Context: an optimization exercise on an open-source flow, tuned for small area, a short achievable clock period and few clock cycles per item. The choices shown serve that exercise and are no tape-out recipe.
No functional check of the RTL was part of any run shown here.

<file path="run.sh">
#!/bin/bash
# synth_recipe.tcl (not shown) runs the flow's synth.tcl, then flattens the netlist and writes it again
# the make line also repeats each setting of config.mk as NAME=value (left out here)
make -C /OpenROAD-flow-scripts/flow DESIGN_CONFIG=/design/flow/config.mk WORK_HOME=/design/flow/orfs CLKGATE_MAP_FILE= SYNTH_SCRIPT=/design/flow/synth_recipe.tcl finish
</file>
<file path="config.mk">
export PLATFORM = sky130hd
export DESIGN_NAME = mult_controller
export DESIGN_NICKNAME = mult_controller
export VERILOG_FILES = /design/flow/design.v
export SDC_FILE = /design/flow/constraint.sdc
export NUM_CORES = 4
export LEC_CHECK = 0
export CAP_MARGIN = 20
export CORE_MARGIN = 2
export CORE_UTILIZATION = 40
export SLEW_MARGIN = 20
</file>
<file path="constraint.sdc">
create_clock -name core_clock -period 4.5 [get_ports {clk}]
set_input_delay 0.9000 -clock core_clock [delete_from_list [all_inputs] [get_ports {clk}]]
set_output_delay 0.9000 -clock core_clock [all_outputs]
set_load 0.01 [all_outputs]
</file>
<file path="design.v">
module mult_controller #(
    parameter integer WIDTH = 32
)
(
    input logic clk,
    input logic rst_n,
    input logic start,
    input logic signed [WIDTH - 1: 0] multiplicand,
    input logic signed [WIDTH - 1: 0] multiplier,
    output logic signed [2 * WIDTH - 1: 0] product,
    output logic done
);
    logic busy;                   
    logic [2:0] cnt;             
    logic [31:0] pl;              
    logic bprev;                  
    logic [31:0] ph;              
    logic [35:0] q0, q1;          
    wire [31:0] mx = multiplier;
    wire [3:0] mb = busy ? pl[3:0] : mx[3:0];
    wire [4:0] win = {mb, bprev & busy};
    wire [32:0] am = {multiplicand[31], multiplicand};   
    wire [32:0] a2 = {multiplicand, 1'b0};               
    wire [1:0] ng;
    wire [2:0] w0 = win[2:0];
    wire one0 = w0[0] ^ w0[1];
    wire two0 = (w0[2] & ~w0[1] & ~w0[0]) | (~w0[2] & w0[1] & w0[0]);
    assign ng[0] = w0[2];
    wire [32:0] x0 = ((am & {33{one0}}) | (a2 & {33{two0}})) ^ {33{ng[0]}};
    wire [2:0] w1 = win[4:2];
    wire one1 = w1[0] ^ w1[1];
    wire two1 = (w1[2] & ~w1[1] & ~w1[0]) | (~w1[2] & w1[1] & w1[0]);
    assign ng[1] = w1[2];
    wire [32:0] x1 = ((am & {33{one1}}) | (a2 & {33{two1}})) ^ {33{ng[1]}};
    wire s1 = x0[2] ^ x1[0];
    wire c2 = x0[2] & x1[0];
    wire s3 = x0[3] ^ x1[1];
    wire c4 = x0[3] & x1[1];
    wire s5 = x0[4] ^ x1[2];
    wire c6 = x0[4] & x1[2];
    wire s7 = x0[5] ^ x1[3];
    wire c8 = x0[5] & x1[3];
    wire s9 = x0[6] ^ x1[4];
    wire c10 = x0[6] & x1[4];
    wire s11 = x0[7] ^ x1[5];
    wire c12 = x0[7] & x1[5];
    wire s13 = x0[8] ^ x1[6];
    wire c14 = x0[8] & x1[6];
    wire s15 = x0[9] ^ x1[7];
    wire c16 = x0[9] & x1[7];
    wire s17 = x0[10] ^ x1[8];
    wire c18 = x0[10] & x1[8];
    wire s19 = x0[11] ^ x1[9];
    wire c20 = x0[11] & x1[9];
    wire s21 = x0[12] ^ x1[10];
    wire c22 = x0[12] & x1[10];
    wire s23 = x0[13] ^ x1[11];
    wire c24 = x0[13] & x1[11];
    wire s25 = x0[14] ^ x1[12];
    wire c26 = x0[14] & x1[12];
    wire s27 = x0[15] ^ x1[13];
    wire c28 = x0[15] & x1[13];
    wire s29 = x0[16] ^ x1[14];
    wire c30 = x0[16] & x1[14];
    wire s31 = x0[17] ^ x1[15];
    wire c32 = x0[17] & x1[15];
    wire s33 = x0[18] ^ x1[16];
    wire c34 = x0[18] & x1[16];
    wire s35 = x0[19] ^ x1[17];
    wire c36 = x0[19] & x1[17];
    wire s37 = x0[20] ^ x1[18];
    wire c38 = x0[20] & x1[18];
    wire s39 = x0[21] ^ x1[19];
    wire c40 = x0[21] & x1[19];
    wire s41 = x0[22] ^ x1[20];
    wire c42 = x0[22] & x1[20];
    wire s43 = x0[23] ^ x1[21];
    wire c44 = x0[23] & x1[21];
    wire s45 = x0[24] ^ x1[22];
    wire c46 = x0[24] & x1[22];
    wire s47 = x0[25] ^ x1[23];
    wire c48 = x0[25] & x1[23];
    wire s49 = x0[26] ^ x1[24];
    wire c50 = x0[26] & x1[24];
    wire s51 = x0[27] ^ x1[25];
    wire c52 = x0[27] & x1[25];
    wire s53 = x0[28] ^ x1[26];
    wire c54 = x0[28] & x1[26];
    wire s55 = x0[29] ^ x1[27];
    wire c56 = x0[29] & x1[27];
    wire s57 = x0[30] ^ x1[28];
    wire c58 = x0[30] & x1[28];
    wire s59 = x0[31] ^ x1[29] ^ 1'b1;
    wire c60 = (x0[31] & x1[29]) | (x0[31] & 1'b1) | (x1[29] & 1'b1);
    wire s61 = ~x0[32] ^ x1[30];
    wire c62 = ~x0[32] & x1[30];
    wire s63 = x1[31] ^ 1'b1;
    wire c64 = x1[31] & 1'b1;
    always_ff @(posedge clk) begin
        q0 <= {1'b1, ~x1[32], s63, s61, s59, s57, s55, s53, s51, s49, s47, s45, s43, s41, s39, s37, s35, s33, s31, s29, s27, s25, s23, s21, s19, s17, s15, s13, s11, s9, s7, s5, s3, s1, x0[1], x0[0]};
        q1 <= {1'b0, c64, c62, c60, c58, c56, c54, c52, c50, c48, c46, c44, c42, c40, c38, c36, c34, c32, c30, c28, c26, c24, c22, c20, c18, c16, c14, c12, c10, c8, c6, c4, c2, ng[1], 1'b0, ng[0]};
    end
    wire [35:0] acc = {4'd0, ~ph[31], ph[30:0]};
    wire [35:0] t0 = acc ^ q0 ^ q1;
    wire [35:0] t1 = {(acc[34:0] & q0[34:0]) | (acc[34:0] & q1[34:0]) | (q0[34:0] & q1[34:0]), 1'b0};
    wire [35:0] sum = t0 + t1;
    always_ff @(posedge clk or negedge rst_n) begin
        if (!rst_n) begin
            busy <= 1'b0;
            cnt  <= '0;
            done <= 1'b0;
        end else if (busy) begin
            cnt  <= cnt + 1'b1;
            if (cnt == 3'd7) begin
                busy <= 1'b0;
                done <= 1'b1;
            end
        end else if (start) begin
            busy <= 1'b1;
            cnt  <= '0;
            done <= 1'b0;
        end
    end
    always_ff @(posedge clk) begin
        if (busy) begin
            pl    <= {sum[3:0], pl[31:4]};
            ph    <= sum[35:4];
            bprev <= pl[3];
        end else if (start) begin
            ph    <= '0;
            pl    <= {4'd0, mx[31:4]};
            bprev <= mx[3];
        end
    end
    assign product = {ph, pl};
endmodule
</file>
==> key figures, run 1 <==
Worst setup path
  – R2R depth: 13
  – R2R setup slack: 0.83 ns
  – Most used cell, CP: inv_1
  – WS Path Type: reg -> reg
  – Worst Path Buf+Inv: 3
  – Reg-to-reg endpoint: ph[29]
  – CP cell instances: inv_1 > fa_1 > inv_1 > ha_1 > inv_1 > fa_1 > nor2b_1 > o2111a_1 > o211ai_2 > a2111oi_0 > o21a_1 > or3_1 > nand3_1
  – CP peak stage delay: 0.76 ns
  – RR Startpoint: ph[0]
  – Worst path slowest cell: a2111oi_0
  – CP Capture Type: register
  – CP top delay family: compound AO/OA/AOI/OAI gates
  – Setup crit start: ph[0]
  – CP Max Fanout: 5
  – Critical Path AT: 3.84 ns
  – CP Data Required Time: 4.67 ns
  – Worst Setup Start Kind: register

Synthesis
  – Post-Syn Area: 0.008885 mm2
  – Post-synth EDFFs: 65
  – Mapped Nets: 1008
  – Cell variety after synth: 67
  – #FFs+latches synth: 139
  – Cell taking the most area after synthesis: edfxtp_1
  – Yosys warns: 1
  – Share of synthesized registers carrying an async set or reset: 0.03597
  – Syn_area_per_cell: 10.60 um2
  – Ys flop type: dfxtp_1
  – Cells after synthesis: 838
  – Sequential cell area fraction in the yosys report: 0.3892
  – Share of the synthesized area in the top cell type: 0.2197
  – Largest cells by area after synthesis: edfxtp_1 22%, dfxtp_1 16%, ha_1 10%

Finish
  – Layout Nets: 1124
  – Most frequent cells in the layout: 131 x clkdlybuf4s50_1, 76 x a21oi_1, 71 x ha_1
  – Area growth syn-to-layout: 24.52%
  – Proportion of layout cells with a drive suffix above 1: 0.1251
  – Most common cell after layout, fill and taps aside: clkdlybuf4s50_1
  – Number of diodes: 0

Hold path
  – Worst Hold Class: reg -> reg
  – Hold_sp: cnt[0]
  – Hold Crit Depth: 1
  – Hold Path Sink: cnt[0]

Global route
  – Initial antenna violation count: 0
  – First-pass GRT wire length: 38540 um
  – Largest net degree at the start of global routing: 55
  – Gr usage total: 0.2080
  – Vias in the first global route: 7065
  – Total grt overflow: 0

Clock tree
  – Clock Sink Count: 139
  – CTS H-tree lvls: 4
  – Post CTS Setup Buffer Count: 0
  – PostCTS Resize Cnt: 0
  – CTS tree: done
  – Post-CTS Hold Buffers: 0
  – Cts bufs inserted: 17
  – Clk buf depth: 2
  – CTS root buf: clkbuf_16
  – Clk latency of the worst-skew pair: 0.44 ns
  – Clk pin slew, worst setup/hold paths: 0.08 ns

Place
  – Number of port buffers: 131
  – Gp weighted congestion: 0.8424
  – Pre-CTS setup slack: 0.6504 ns
  – DP Wirelength: 17200 um

Floorplanning
  – Die H: 153.0 um
  – Die X: 153.0 um
  – Die ar.: 0.02342 mm2
  – I/O Pins: 132
  – Placeable Area: 0.02182 mm2
  – Placement row count: 54
  – Starting Density: 0.4071

Timing
  – Slew headroom: 0.3968
  – Hold Violations, Final: 0
  – Final Slew Violations: 0
  – Clock skew: 0.01335 ns
  – Final Setup Violations: 0
  – Crit share post-route: 0.8145
  – RSZ-0062 raised after global routing: no
  – Post-layout minimum cycle time: 3.665 ns
  – Max Fclk: 0.2728 GHz
  – Sum Neg Setup Slack: 0 ns
  – Slew @ Worst Pin: 0.9048 ns
  – Final WS setup: 0.8348 ns
  – Hold Slack: 0.4960 ns

Detailed routing
  – Detailed router's first-iteration violation count: 373
  – Final ANT Viol Nets: 0
  – Vias per cell: 5.532
  – Final WL: 23840 um
  – Via count: 6898
  – Routed len/inst: 19.12 um
  – DR pass1 iterations: 5
  – DR DRC count: 0

Job
  – Max_cap viols: 0

Outcome
  – Status: complete, no violations
## cells by family (layout without fill, tap and decap cells)
kind of cell	Yosys count	in the layout	synth area share
AO/OA/AOI/OAI	243	243	0.1845
adder cells (fa/ha/maj)	104	104	0.1732
multiplexers	65	65	0.08140
AND/OR/NAND/NOR	158	158	0.08562
buffers and inverters	76	205	0.03380
flip-flops	139	139	0.3892
XOR/XNOR	53	53	0.05225
## Yosys cell counts, types with 9 or more instances
| library cell | number |
|---|---|
| ha_1 | 71 |
| a21o_1 | 15 |
| o21a_1 | 10 |
| a22oi_1 | 33 |
| a221oi_1 | 30 |
| o21ai_0 | 30 |
| fa_1 | 32 |
| nand4_1 | 12 |
| dfxtp_1 | 69 |
| nand3_1 | 10 |
| mux2_2 | 58 |
| nor3_1 | 13 |
| o21bai_1 | 9 |
| edfxtp_1 | 65 |
| nor2_1 | 49 |
| xnor2_1 | 45 |
| a21oi_1 | 77 |
| inv_1 | 24 |
| clkbuf_1 | 35 |
| nand2_1 | 38 |
## area by class of cell
cell class                      instances  area [um2]
Timing Repair Buffer                  146        1436
Sequential cell                       139        3460
Fill cell                            2014       10760
Inverter                               27       101.3
Clock inverter                         15       153.9
Multi-Input combinational cell        623        5136
Clock buffer                           17       425.4
Tap cell                              280       350.3
## metal layers
metal,vias up,wire (um),share of wire,track usage
met5,-,0,0,0
met4,0,323,0.014,0.05247
met3,19,1267,0.053,0.05302
met2,185,11290,0.47,0.3399
met1,3329,10970,0.46,0.2763
li1,3365,-,-,-
## worst max-delay path by stage
stage | to | slack [ns] | depth (start not counted)
4_1_cts | ph[29] | 0.88 | 13
2_1_floorplan | ph[31] | 1.24 | 13
5_1_grt | ph[29] | 0.55 | 13
3_3_place_gp | q0[18] | 0.71 | 9
3_5_place_dp | q0[20] | 0.65 | 9
6_report | ph[29] | 0.83 | 13
## flip-flops by register name (all words and copies together), names as in the netlist
name,count
bprev,1
busy,1
cnt,3
done,1
ph,32
pl,32
q0,35
q1,34
## through the flow
stage	instance area (um2)	instances	util
global route	11060	1247	0.5069
finish	11060	1247	0.5069
detailed placement	10480	1215	0.4804
global placement	10480	1215	0.4804
CTS	11060	1247	0.5069
floorplan	8885	838	-
==> run 2: changes to the inputs <==
--- a/config.mk
+++ b/config.mk
@@ -9,3 +9,4 @@
 export CORE_MARGIN = 2
 export CORE_UTILIZATION = 40
+export SETUP_SLACK_MARGIN = 1.0
 export SLEW_MARGIN = 20
==> run 2 against run 1 <==
  * Still clean
  * Wire length up 0.13%
  * Design area up 0.60%
  * Cell count up 0.32%
  * Critical path type unchanged
==> key figures, run 2 <==
Detailed routing
  – Vias per cell: 5.533 (was 5.532)
  – Final ANT Viol Nets: 0 (unchanged)
  – Detailed router's first-iteration violation count: 396 (was 373)
  – Via count: 6922 (was 6898)
  – Routed len/inst: 19.08 um (was 19.12 um)
  – DR DRC count: 0 (unchanged)
  – Final WL: 23880 um (was 23840 um)
  – DR pass1 iterations: 7 (was 5)

Synthesis
  – Most numerous cell in the Yosys netlist: a21oi_1 (unchanged)
  – #FFs+latches synth: 139 (unchanged)
  – Share of synthesized registers carrying an async set or reset: 0.03597 (unchanged)
  – Largest cells by area after synthesis: edfxtp_1 22%, dfxtp_1 16%, ha_1 10% (unchanged)
  – Cell taking the most area after synthesis: edfxtp_1 (unchanged)
  – Share of the synthesized area in the top cell type: 0.2197 (unchanged)
  – Post-synth EDFFs: 65 (unchanged)
  – Cells after synthesis: 838 (unchanged)
  – Yosys warns: 1 (unchanged)
  – Syn_area_per_cell: 10.60 um2 (unchanged)
  – Mapped Nets: 1008 (unchanged)
  – Post-synth top cells: 77 x a21oi_1, 71 x ha_1, 69 x dfxtp_1, 65 x edfxtp_1, 58 x mux2_2 (unchanged)
  – Sequential cell area fraction in the yosys report: 0.3892 (unchanged)
  – Ys flop type: dfxtp_1 (unchanged)
  – Cell variety after synth: 67 (unchanged)
  – Post-Syn Area: 0.008885 mm2 (unchanged)

Worst setup path
  – Reg-to-reg endpoint: ph[31] (was ph[29])
  – CP cell instances: fa_1 > inv_1 > fa_2 > nor2b_2 > o2111a_2 > o211ai_4 > a211o_1 > a2111oi_4 > or4_1 > nand4_1 (was inv_1 > fa_1 > inv_1 > ha_1 > inv_1 > fa_1 > nor2b_1 > o2111a_1 > o211ai_2 > a2111oi_0 > o21a_1 > or3_1 > nand3_1)
  – CP peak stage delay: 0.59 ns (was 0.76 ns)
  – RR Startpoint: ph[2] (was ph[0])
  – CP Max Fanout: 5 (unchanged)
  – CP Capture Type: register (unchanged)
  – R2R depth: 10 (was 13)
  – Critical Path AT: 3.56 ns (was 3.84 ns)
  – Worst path slowest cell: fa_1 (was a2111oi_0)
  – CP Data Required Time: 4.68 ns (was 4.67 ns)
  – R2R setup slack: 1.13 ns (was 0.83 ns)
  – Worst Setup Start Kind: register (unchanged)
  – WS Path Type: reg -> reg (unchanged)

Finish
  – Largest regs: q0 (35), q1 (34) (unchanged)
  – Biggest register: q0 (unchanged)
  – Most common cell after layout, fill and taps aside: clkdlybuf4s50_1 (unchanged)
  – Proportion of layout cells with a drive suffix above 1: 0.1390 (was 0.1251)
  – Most frequent cells in the layout: 131 x clkdlybuf4s50_1, 75 x a21oi_1, 69 x dfxtp_1 (was 131 x clkdlybuf4s50_1, 76 x a21oi_1, 71 x ha_1)
  – Number of diodes: 0 (unchanged)
  – Layout Nets: 1128 (was 1124)
  – Max FFs per register: 35 (unchanged)
  – Area growth syn-to-layout: 25.26% (was 24.52%)

Floorplanning
  – Placement row count: 54 (unchanged)
  – Placeable Area: 0.02182 mm2 (unchanged)
  – Die X: 153.0 um (unchanged)
  – Starting Density: 0.4071 (unchanged)
  – Die H: 153.0 um (unchanged)
  – Die ar.: 0.02342 mm2 (unchanged)
  – I/O Pins: 132 (unchanged)

Place
  – Pre-CTS setup slack: 0.6504 ns (unchanged)
  – DP Wirelength: 17200 um (unchanged)
  – Number of port buffers: 131 (unchanged)
  – Gp weighted congestion: 0.8424 (unchanged)

Timing
  – Final Slew Violations: 0 (unchanged)
  – Max Fclk: 0.2966 GHz (was 0.2728 GHz)
  – Hold Violations, Final: 0 (unchanged)
  – Slew headroom: 0.4176 (was 0.3968)
  – Clock skew: 0.01165 ns (was 0.01335 ns)
  – Final Setup Violations: 0 (unchanged)
  – Sum Neg Setup Slack: 0 ns (unchanged)
  – Slew @ Worst Pin: 0.8736 ns (was 0.9048 ns)
  – Crit share post-route: 0.7493 (was 0.8145)
  – Final WS setup: 1.128 ns (was 0.8348 ns)
  – RSZ-0062 raised after global routing: no (unchanged)
  – Post-layout minimum cycle time: 3.372 ns (was 3.665 ns)
  – Hold Slack: 0.4958 ns (was 0.4960 ns)

Job
  – Max_cap viols: 0 (unchanged)

Clock tree
  – CTS H-tree lvls: 4 (unchanged)
  – Cts bufs inserted: 17 (unchanged)
  – Clk pin slew, worst setup/hold paths: 0.07 ns (was 0.08 ns)
  – Clk buf depth: 2 (unchanged)
  – Post-CTS Hold Buffers: 0 (unchanged)
  – Clk latency of the worst-skew pair: 0.44 ns (about the same)
  – CTS tree: done (unchanged)
  – Clock Sink Count: 139 (unchanged)
  – CTS root buf: clkbuf_16 (unchanged)

Hold path
  – Hold_sp: cnt[0] (unchanged)
  – Worst Hold Class: reg -> reg (unchanged)
  – Hold Crit Depth: 1 (unchanged)
  – Hold Path Sink: cnt[0] (unchanged)

Global route
  – Gr usage total: 0.2079 (was 0.2080)
  – Total grt overflow: 0 (unchanged)
  – Largest net degree at the start of global routing: 55 (unchanged)
  – Initial antenna violation count: 0 (unchanged)
  – First-pass GRT wire length: 38530 um (was 38540 um)
  – Vias in the first global route: 7070 (was 7065)

Outcome
  – Status: complete, no violations (unchanged)
## run 2: cell counts after synthesis
No cell type changed its count.
## run 2: worst max-delay path by stage
stage                   from      to  slack [ns]  cells past startpoint
2_1_floorplan          ph[0]  ph[31]        1.24                     13
3_3_place_gp   multiplier[1]  q0[18]        0.71                      9
3_5_place_dp   multiplier[1]  q0[20]        0.65                      9
4_1_cts                ph[0]  ph[31]        1.02                     13
6_report               ph[2]  ph[31]        1.13                     10
5_1_grt               ph[15]  ph[31]        1.00                      8
## run 2: per-stage QoR
| stage | cells | instance area [um2] | util |
|---|---|---|---|
| 2_1_floorplan | 838 | 8885 | - |
| 4_1_cts | 1247 | 11070 | 0.5071 |
| 3_3_place_gp | 1215 | 10480 | 0.4804 |
| 3_5_place_dp | 1215 | 10480 | 0.4804 |
| 6_report | 1251 | 11130 | 0.5100 |
| 5_1_grt | 1251 | 11130 | 0.5100 |
## run 2: critical path, delay by kind of cell (launching register included)
family          cells  cell delay, ns
compound gates      4            1.22
fa+ha+maj           2            0.95
flops               1            0.47
simple gates        3            0.41
buf+inv             1            0.07
## run 2: final cells by class
| cell class | count | area, um2 |
|---|---|---|
| clock buffers | 17 | 425.4 |
| clock inverters | 15 | 153.9 |
| fillers | 2010 | 10690 |
| inverters | 27 | 101.3 |
| multi-input cells | 623 | 5172 |
| flip-flops and latches | 139 | 3460 |
| well taps | 280 | 350.3 |
| repair buffers | 150 | 1466 |
## run 2: cells by family (layout without fill, tap and decap cells)
group / count (synthesis) / count (layout) / synth area share
and+or+nand+nor: 158 / 158 / 0.08562
buffers and inverters: 76 / 209 / 0.03380
adders and majority gates: 104 / 104 / 0.1732
DFF: 139 / 139 / 0.3892
xor gates and xnor gates: 53 / 53 / 0.05225
muxes: 65 / 65 / 0.08140
AOI/OAI and AO/OA: 243 / 243 / 0.1845
## run 2: timing repair
action	in CTS	in global routing
cloned	0	0
setup endpoints to repair	6	22
buffers inserted	0	4
gates resized for setup	3	10
pin swaps	1	4
hold endpoints to repair	0	0
## run 2: metal layers
metal / global-route usage / share of wire / vias to the layer above
met5: 0 / 0 / -
met2: 0.3399 / 0.48 / 181
met4: 0.05247 / 0.014 / 0
met3: 0.05387 / 0.052 / 18
met1: 0.2756 / 0.46 / 3348
li1: - / - / 3375
==> run 3: changes to the inputs <==
--- a/config.mk
+++ b/config.mk
@@ -9,4 +9,4 @@
 export CORE_MARGIN = 2
 export CORE_UTILIZATION = 40
-export SETUP_SLACK_MARGIN = 1.0
+export SETUP_SLACK_MARGIN = 1.5
 export SLEW_MARGIN = 20
==> run 3 against run 2 <==
  * Still clean
  * Count of clock-buffer cells in the layout unchanged
  * Highest routed layer unchanged
  * Non-clock buffer count increased by 21
  * Maximum frequency increased by 4.6%
  * First-iteration DRC count increased by 28%
  * Critical path type unchanged
  * Cell count increased by 1.7%
  * Largest cell class unchanged
  * Clock skew about the same
==> key figures, run 3 <==
Floorplanning
  – Placement row count: 54 (unchanged)
  – Die X: 153.0 um (unchanged)
  – Starting Density: 0.4071 (unchanged)
  – Die H: 153.0 um (unchanged)
  – Placeable Area: 0.02182 mm2 (unchanged)
  – Die ar.: 0.02342 mm2 (unchanged)
  – I/O Pins: 132 (unchanged)

Synthesis
  – Most numerous cell in the Yosys netlist: a21oi_1 (unchanged)
  – Cell variety after synth: 67 (unchanged)
  – Syn_area_per_cell: 10.60 um2 (unchanged)
  – Post-synth top cells: 77 x a21oi_1, 71 x ha_1, 69 x dfxtp_1, 65 x edfxtp_1, 58 x mux2_2 (unchanged)
  – #FFs+latches synth: 139 (unchanged)
  – Share of synthesized registers carrying an async set or reset: 0.03597 (unchanged)
  – Cell taking the most area after synthesis: edfxtp_1 (unchanged)
  – Ys flop type: dfxtp_1 (unchanged)
  – Mapped Nets: 1008 (unchanged)
  – Sequential cell area fraction in the yosys report: 0.3892 (unchanged)
  – Post-Syn Area: 0.008885 mm2 (unchanged)
  – Post-synth EDFFs: 65 (unchanged)
  – Cells after synthesis: 838 (unchanged)
  – Largest cells by area after synthesis: edfxtp_1 22%, dfxtp_1 16%, ha_1 10% (unchanged)
  – Share of the synthesized area in the top cell type: 0.2197 (unchanged)
  – Yosys warns: 1 (unchanged)

Worst setup path
  – Worst Setup Start Kind: register (unchanged)
  – CP Capture Type: register (unchanged)
  – Worst path slowest cell: fa_1 (unchanged)
  – WS Path Type: reg -> reg (unchanged)
  – CP Data Required Time: 4.68 ns (about the same)
  – CP cell instances: fa_1 > inv_2 > fa_2 > nor2b_4 > o2111a_2 > o211ai_4 > a211o_1 > buf_4 > a31o_1 > and3_1 > o21a_1 (was fa_1 > inv_1 > fa_2 > nor2b_2 > o2111a_2 > o211ai_4 > a211o_1 > a2111oi_4 > or4_1 > nand4_1)
  – CP top delay family: compound AO/OA/AOI/OAI gates (unchanged)
  – Critical Path AT: 3.41 ns (was 3.56 ns)
  – CP Max Fanout: 4 (was 5)
  – CP peak stage delay: 0.54 ns (was 0.59 ns)
  – Worst Path Buf+Inv: 2 (was 1)
  – R2R setup slack: 1.28 ns (was 1.13 ns)

Detailed routing
  – DR pass1 iterations: 5 (was 7)
  – Via count: 7109 (was 6922)
  – Final WL: 24150 um (was 23880 um)
  – DR DRC count: 0 (unchanged)
  – Vias per cell: 5.589 (was 5.533)
  – Detailed router's first-iteration violation count: 507 (was 396)
  – Routed len/inst: 18.99 um (was 19.08 um)
  – Final ANT Viol Nets: 0 (unchanged)

Timing
  – Slew @ Worst Pin: 0.8282 ns (was 0.8736 ns)
  – Hold Violations, Final: 0 (unchanged)
  – Clock skew: 0.01131 ns (was 0.01165 ns)
  – Max Fclk: 0.3101 GHz (was 0.2966 GHz)
  – Final Slew Violations: 0 (unchanged)
  – RSZ-0062 raised after global routing: yes (was no)
  – Crit share post-route: 0.7166 (was 0.7493)
  – Hold Slack: 0.4900 ns (was 0.4958 ns)
  – Sum Neg Setup Slack: 0 ns (unchanged)
  – Slew headroom: 0.4479 (was 0.4176)
  – Final Setup Violations: 0 (unchanged)
  – Post-layout minimum cycle time: 3.224 ns (was 3.372 ns)

Global route
  – Largest net degree at the start of global routing: 58 (was 55)
  – Initial antenna violation count: 0 (unchanged)
  – Gr usage total: 0.2066 (was 0.2079)
  – First-pass GRT wire length: 38770 um (was 38530 um)
  – Vias in the first global route: 7188 (was 7070)
  – Total grt overflow: 0 (unchanged)

Finish
  – Largest regs: q0 (35), q1 (34) (unchanged)
  – Proportion of layout cells with a drive suffix above 1: 0.1986 (was 0.1390)
  – Filler cells: 1931 (was 2010)
  – Area growth syn-to-layout: 30.76% (was 25.26%)
  – Biggest register: q0 (unchanged)
  – Layout Nets: 1149 (was 1128)
  – Most common cell after layout, fill and taps aside: clkdlybuf4s50_1 (unchanged)
  – Number of diodes: 0 (unchanged)
  – Post-layout util: 0.5323 (was 0.5100)
  – Most frequent cells in the layout: 131 x clkdlybuf4s50_1, 72 x a21oi_1, 69 x dfxtp_1 (was 131 x clkdlybuf4s50_1, 75 x a21oi_1, 69 x dfxtp_1)
  – Max FFs per register: 35 (unchanged)

Outcome
  – Status: complete, no violations (unchanged)

Job
  – Max_cap viols: 0 (unchanged)

Place
  – DP Wirelength: 17300 um (was 17200 um)
  – Number of port buffers: 131 (unchanged)
  – Gp weighted congestion: 0.8591 (was 0.8424)

Clock tree
  – CTS root buf: clkbuf_16 (unchanged)
  – CTS tree: done (unchanged)
  – Cts bufs inserted: 17 (unchanged)
  – Clk pin slew, worst setup/hold paths: 0.07 ns (about the same)
  – CTS H-tree lvls: 4 (unchanged)
  – Clk latency of the worst-skew pair: 0.43 ns (was 0.44 ns)
  – Clk buf depth: 2 (unchanged)
  – Clock Sink Count: 139 (unchanged)

Hold path
  – Worst Hold Class: reg -> reg (unchanged)
## run 3: cell counts after synthesis
Identical to the previous run, type by type.
## run 3: metal layers
layer / share of wire / up-vias / GRT usage
li1: - / 3410 / -
met2: 0.47 / 181 / 0.3389
met1: 0.46 / 3501 / 0.2756
met4: 0.0080 / 0 / 0.04409
met3: 0.055 / 17 / 0.05472
met5: 0 / - / 0
## run 3: kinds of logic (layout without fill, tap and decap cells)
logic type	Yosys count	in the layout	share of synthesized area
flip-flops	139	139	0.3892
buffers and inverters	76	230	0.03380
adder cells (fa/ha/maj)	104	104	0.1732
AO/OA/AOI/OAI	243	243	0.1845
XOR/XNOR	53	53	0.05225
AND/OR/NAND/NOR	158	158	0.08562
multiplexers	65	65	0.08140
## run 3: cell type report
class	instances	area [um2]	area share
Sequential cell	139	3462	0.2980
Timing Repair Buffer	171	1628	0.1401
Inverter	27	101.3	0.008724
Clock buffer	17	425.4	0.03662
Clock inverter	15	173.9	0.01497
Tap cell	280	350.3	0.03016
Multi-Input combinational cell	623	5477	0.4714
## run 3: path summary, 6_finish.rpt
path | start | endpoint | cells after the start
worst max-delay path | ph[2] | ph[19] | 11
worst min-delay path | cnt[0] | cnt[0] | 1
worst max register to register | ph[2] | ph[19] | 11
worst min register to register | cnt[0] | cnt[0] | 1
max in group asynchronous | rst_n | busy | 1
min in group asynchronous | rst_n | cnt[0] | 1
## run 3: stage by stage
stage | setup WS (ns) | instances | cell area, um2
global placement | 0.8269 | 1214 | 10490
global route | 1.246 | 1272 | 11620
detailed placement | 0.7574 | 1214 | 10490
CTS | 1.324 | 1260 | 11370
finish | 1.276 | 1272 | 11620
floorplan | 1.444 | 838 | 8896
## run 3: what timing repair did
item,CTS,global route
setup buffers,14,12
pin swaps,13,22
gates resized for setup,36,36
setup endpoints to repair,47,52
hold buffers,0,0
cloned,0,0
==> run 4: changes to the inputs <==
--- a/config.mk
+++ b/config.mk
@@ -9,4 +9,4 @@
 export CORE_MARGIN = 2
 export CORE_UTILIZATION = 40
-export SETUP_SLACK_MARGIN = 1.5
+export SETUP_SLACK_MARGIN = 2.0
 export SLEW_MARGIN = 20
==> run 4 against run 3 <==
  * Maximum frequency rose by 2.1%
  * Synthesized area did not move
  * Setup slack improved by 0.066 ns
  * Clock skew fell by 0.0030 ns
  * Synthesized cell count did not move
  * Register-to-register slack improved by 0.07 ns
==> key figures, run 4 <==
Clock tree
  – Clk pin slew, worst setup/hold paths: 0.06 ns (was 0.07 ns)
  – CTS tree: done (unchanged)
  – CTS H-tree lvls: 4 (unchanged)
  – Cts bufs inserted: 17 (unchanged)
  – Clk latency of the worst-skew pair: 0.42 ns (was 0.43 ns)
  – CTS root buf: clkbuf_16 (unchanged)
  – Clock Sink Count: 139 (unchanged)
  – Post-CTS Hold Buffers: 0 (unchanged)
  – Clk buf depth: 2 (unchanged)

Worst setup path
  – RR Startpoint: ph[2] (unchanged)
  – CP Max Fanout: 3 (was 4)
  – CP Capture Type: register (unchanged)
  – Critical Path AT: 3.32 ns (was 3.41 ns)
  – Worst Setup Start Kind: register (unchanged)
  – WS Path Type: reg -> reg (unchanged)
  – Setup crit start: ph[2] (unchanged)
  – CP Data Required Time: 4.66 ns (was 4.68 ns)

Floorplanning
  – Starting Density: 0.4071 (unchanged)
  – I/O Pins: 132 (unchanged)
  – Placement row count: 54 (unchanged)
  – Die ar.: 0.02342 mm2 (unchanged)
  – Die X: 153.0 um (unchanged)
  – Die H: 153.0 um (unchanged)
  – Placeable Area: 0.02182 mm2 (unchanged)

Synthesis
  – Largest cells by area after synthesis: edfxtp_1 22%, dfxtp_1 16%, ha_1 10% (unchanged)
  – Yosys warns: 1 (unchanged)
  – Cells after synthesis: 838 (unchanged)
  – Syn_area_per_cell: 10.60 um2 (unchanged)
  – Cell variety after synth: 67 (unchanged)
  – Ys flop type: dfxtp_1 (unchanged)
  – #FFs+latches synth: 139 (unchanged)
  – Share of synthesized registers carrying an async set or reset: 0.03597 (unchanged)
  – Most numerous cell in the Yosys netlist: a21oi_1 (unchanged)
  – Mapped Nets: 1008 (unchanged)
  – Post-Syn Area: 0.008885 mm2 (unchanged)
  – Cell taking the most area after synthesis: edfxtp_1 (unchanged)
  – Share of the synthesized area in the top cell type: 0.2197 (unchanged)
  – Sequential cell area fraction in the yosys report: 0.3892 (unchanged)
  – Post-synth EDFFs: 65 (unchanged)
  – Post-synth top cells: 77 x a21oi_1, 71 x ha_1, 69 x dfxtp_1, 65 x edfxtp_1, 58 x mux2_2 (unchanged)

Timing
  – Slew headroom: 0.5791 (was 0.4479)
  – RSZ-0062 raised after global routing: yes (unchanged)
  – Slew @ Worst Pin: 0.6314 ns (was 0.8282 ns)
  – Post-layout minimum cycle time: 3.159 ns (was 3.224 ns)
  – Final Slew Violations: 0 (unchanged)
  – Clock skew: 0.008273 ns (was 0.01131 ns)
  – Hold Violations, Final: 0 (unchanged)
  – Sum Neg Setup Slack: 0 ns (unchanged)
  – Crit share post-route: 0.7019 (was 0.7166)
  – Max Fclk: 0.3166 GHz (was 0.3101 GHz)
  – Final Setup Violations: 0 (unchanged)

Detailed routing
  – Via count: 7305 (was 7109)
  – Final WL: 25740 um (was 24150 um)
  – DR DRC count: 0 (unchanged)
  – Routed len/inst: 19.71 um (was 18.99 um)
  – DR pass1 iterations: 7 (was 5)
  – Final ANT Viol Nets: 0 (unchanged)
  – Vias per cell: 5.593 (was 5.589)
  – Detailed router's first-iteration violation count: 375 (was 507)

Place
  – DP Wirelength: 17780 um (was 17300 um)
  – Number of port buffers: 131 (unchanged)
  – Gp weighted congestion: 0.8767 (was 0.8591)

Hold path
  – Hold_sp: cnt[0] (unchanged)
  – Worst Hold Class: reg -> reg (unchanged)

Global route
  – Initial antenna violation count: 0 (unchanged)
  – First-pass GRT wire length: 40240 um (was 38770 um)
  – Gr usage total: 0.2175 (was 0.2066)
  – Total grt overflow: 0 (unchanged)
  – Vias in the first global route: 7280 (was 7188)
  – Largest net degree at the start of global routing: 55 (was 58)

Job
  – Max_cap viols: 0 (unchanged)

Finish
  – Area growth syn-to-layout: 40.95% (was 30.76%)
  – Max FFs per register: 35 (unchanged)
  – Number of diodes: 0 (unchanged)
  – Most common cell after layout, fill and taps aside: clkdlybuf4s50_1 (unchanged)
  – Biggest register: q0 (unchanged)
  – Layout Nets: 1183 (was 1149)
  – Proportion of layout cells with a drive suffix above 1: 0.2934 (was 0.1986)
  – Post-layout util: 0.5738 (was 0.5323)
  – Largest regs: q0 (35), q1 (34) (unchanged)
  – Most frequent cells in the layout: 129 x clkdlybuf4s50_1, 69 x dfxtp_1, 65 x edfxtp_1 (was 131 x clkdlybuf4s50_1, 72 x a21oi_1, 69 x dfxtp_1)

Outcome
  – Status: complete, no violations (unchanged)
[run 4: changes by cell type in the layout (fill, tap and decap cells not counted), sizes merged]
cell and delta:
clkinv +1, dlygate4sd2 +1, clkbuf +7, inv -7
buf +33, clkdlybuf4s50 -2, clkinvlp +1
[run 4: repair_timing]
| item | in CTS | in global routing |
|---|---|---|
| resized for setup | 85 | 74 |
| pin swaps | 55 | 50 |
| buffers inserted | 39 | 18 |
| cloned | 3 | 1 |
| setup endpoints to repair | 118 | 111 |
[run 4: layout make-up]
class,instances,area [um2]
clock buffer,23,510.5
clock inverter,9,81.33
fill,1830,9300
inverter,27,107.6
multi-input combinational,623,6010
sequential,139,3460
tap,280,350.3
timing repair buffer,204,1997
timing repair inverter,1,7.507
[run 4: worst max-delay path: stages, from the launching register on]
cell       delay [ns]
edfxtp_1         0.43
fa_1             0.52
inv_1            0.06
fa_2             0.36
nor2b_4          0.13
o2111a_2         0.23
o211ai_4         0.09
buf_6            0.14
buf_6            0.11
a2111oi_4        0.41
o21a_1           0.22
or3_1            0.12
nand3_1          0.08
[run 4: path summary, 6_finish.rpt]
check                      slack, ns     end  cells past startpoint
setup / recovery                1.34  ph[29]                     12
hold / removal                  0.49  cnt[0]                      1
setup reg to reg                1.34  ph[29]                     12
hold reg to reg                 0.49  cnt[0]                      1
max in group asynchronous       3.54    busy                      1
min in group asynchronous       0.72    done                      1
[run 4: per-layer routing]
layer,track usage,vias up,share of wire
li1,-,3480,-
met4,0.06614,0,0.022
met1,0.3245,3558,0.49
met5,0,-,0
met3,0.03289,35,0.054
met2,0.3253,232,0.43
[run 4: cell families after synthesis]
| group | Yosys count | synth area share |
|---|---|---|
| flip-flops | 139 | 0.3892 |
| buffers and inverters | 76 | 0.03380 |
| multiplexers | 65 | 0.08140 |
| AND/OR/NAND/NOR | 158 | 0.08562 |
| AO/OA/AOI/OAI | 243 | 0.1845 |
| adder cells (fa/ha/maj) | 104 | 0.1732 |
| XOR/XNOR | 53 | 0.05225 |
[run 4: metrics by stage]
stage                     instances  setup slack, ns  hold slack (ns)  area, um2
after floorplan                 838            1.455           0.4536       9229
after global placement         1213           0.8188           0.4793      10710
after detailed placement       1213           0.8416           0.4839      10710
after CTS                      1287            1.270           0.4890      12030
after global routing           1306            1.237           0.5264      12520
final                          1306            1.341           0.4906      12520

-- afterwards: timing with drivers on the ports --
The flow's constraints put no driver on any port. The routed layouts listed below were extracted and timed again, unchanged, in two steps. Step 1 (the two cells are an assumption about what drives the block):
set clk [get_ports {clk}]
set_driving_cell -lib_cell sky130_fd_sc_hd__clkbuf_16 $clk
set_driving_cell -lib_cell sky130_fd_sc_hd__buf_2 [delete_from_list [all_inputs] $clk]
Step 2, shift: input delay + t, output delay - t, t = (earliest + latest rising clock arrival at the registers) / 2. This alone moves slack from input paths to output paths. Slacks: no drivers / after step 1 / after step 2; pairs: no drivers / after step 1.
run | shift t [ns] | slack for setup (ns) | slew at the worst register clock pin (ns)
run 1 | 0.475 | 0.835 / 0.835 / 0.687 | 0.08 / 0.08
run 2 | 0.475 | 1.128 / 1.128 / 0.972 | 0.07 / 0.07
run 3 | 0.473 | 1.276 / 1.276 / 1.094 | 0.07 / 0.07
run 4 | 0.461 | 1.341 / 1.341 / 1.341 | 0.06 / 0.06
After both steps setup and hold are still met in every run listed. The setup slack of run 3, which loses most, moves by 0.000 ns with the drivers and by -0.182 ns with both steps.
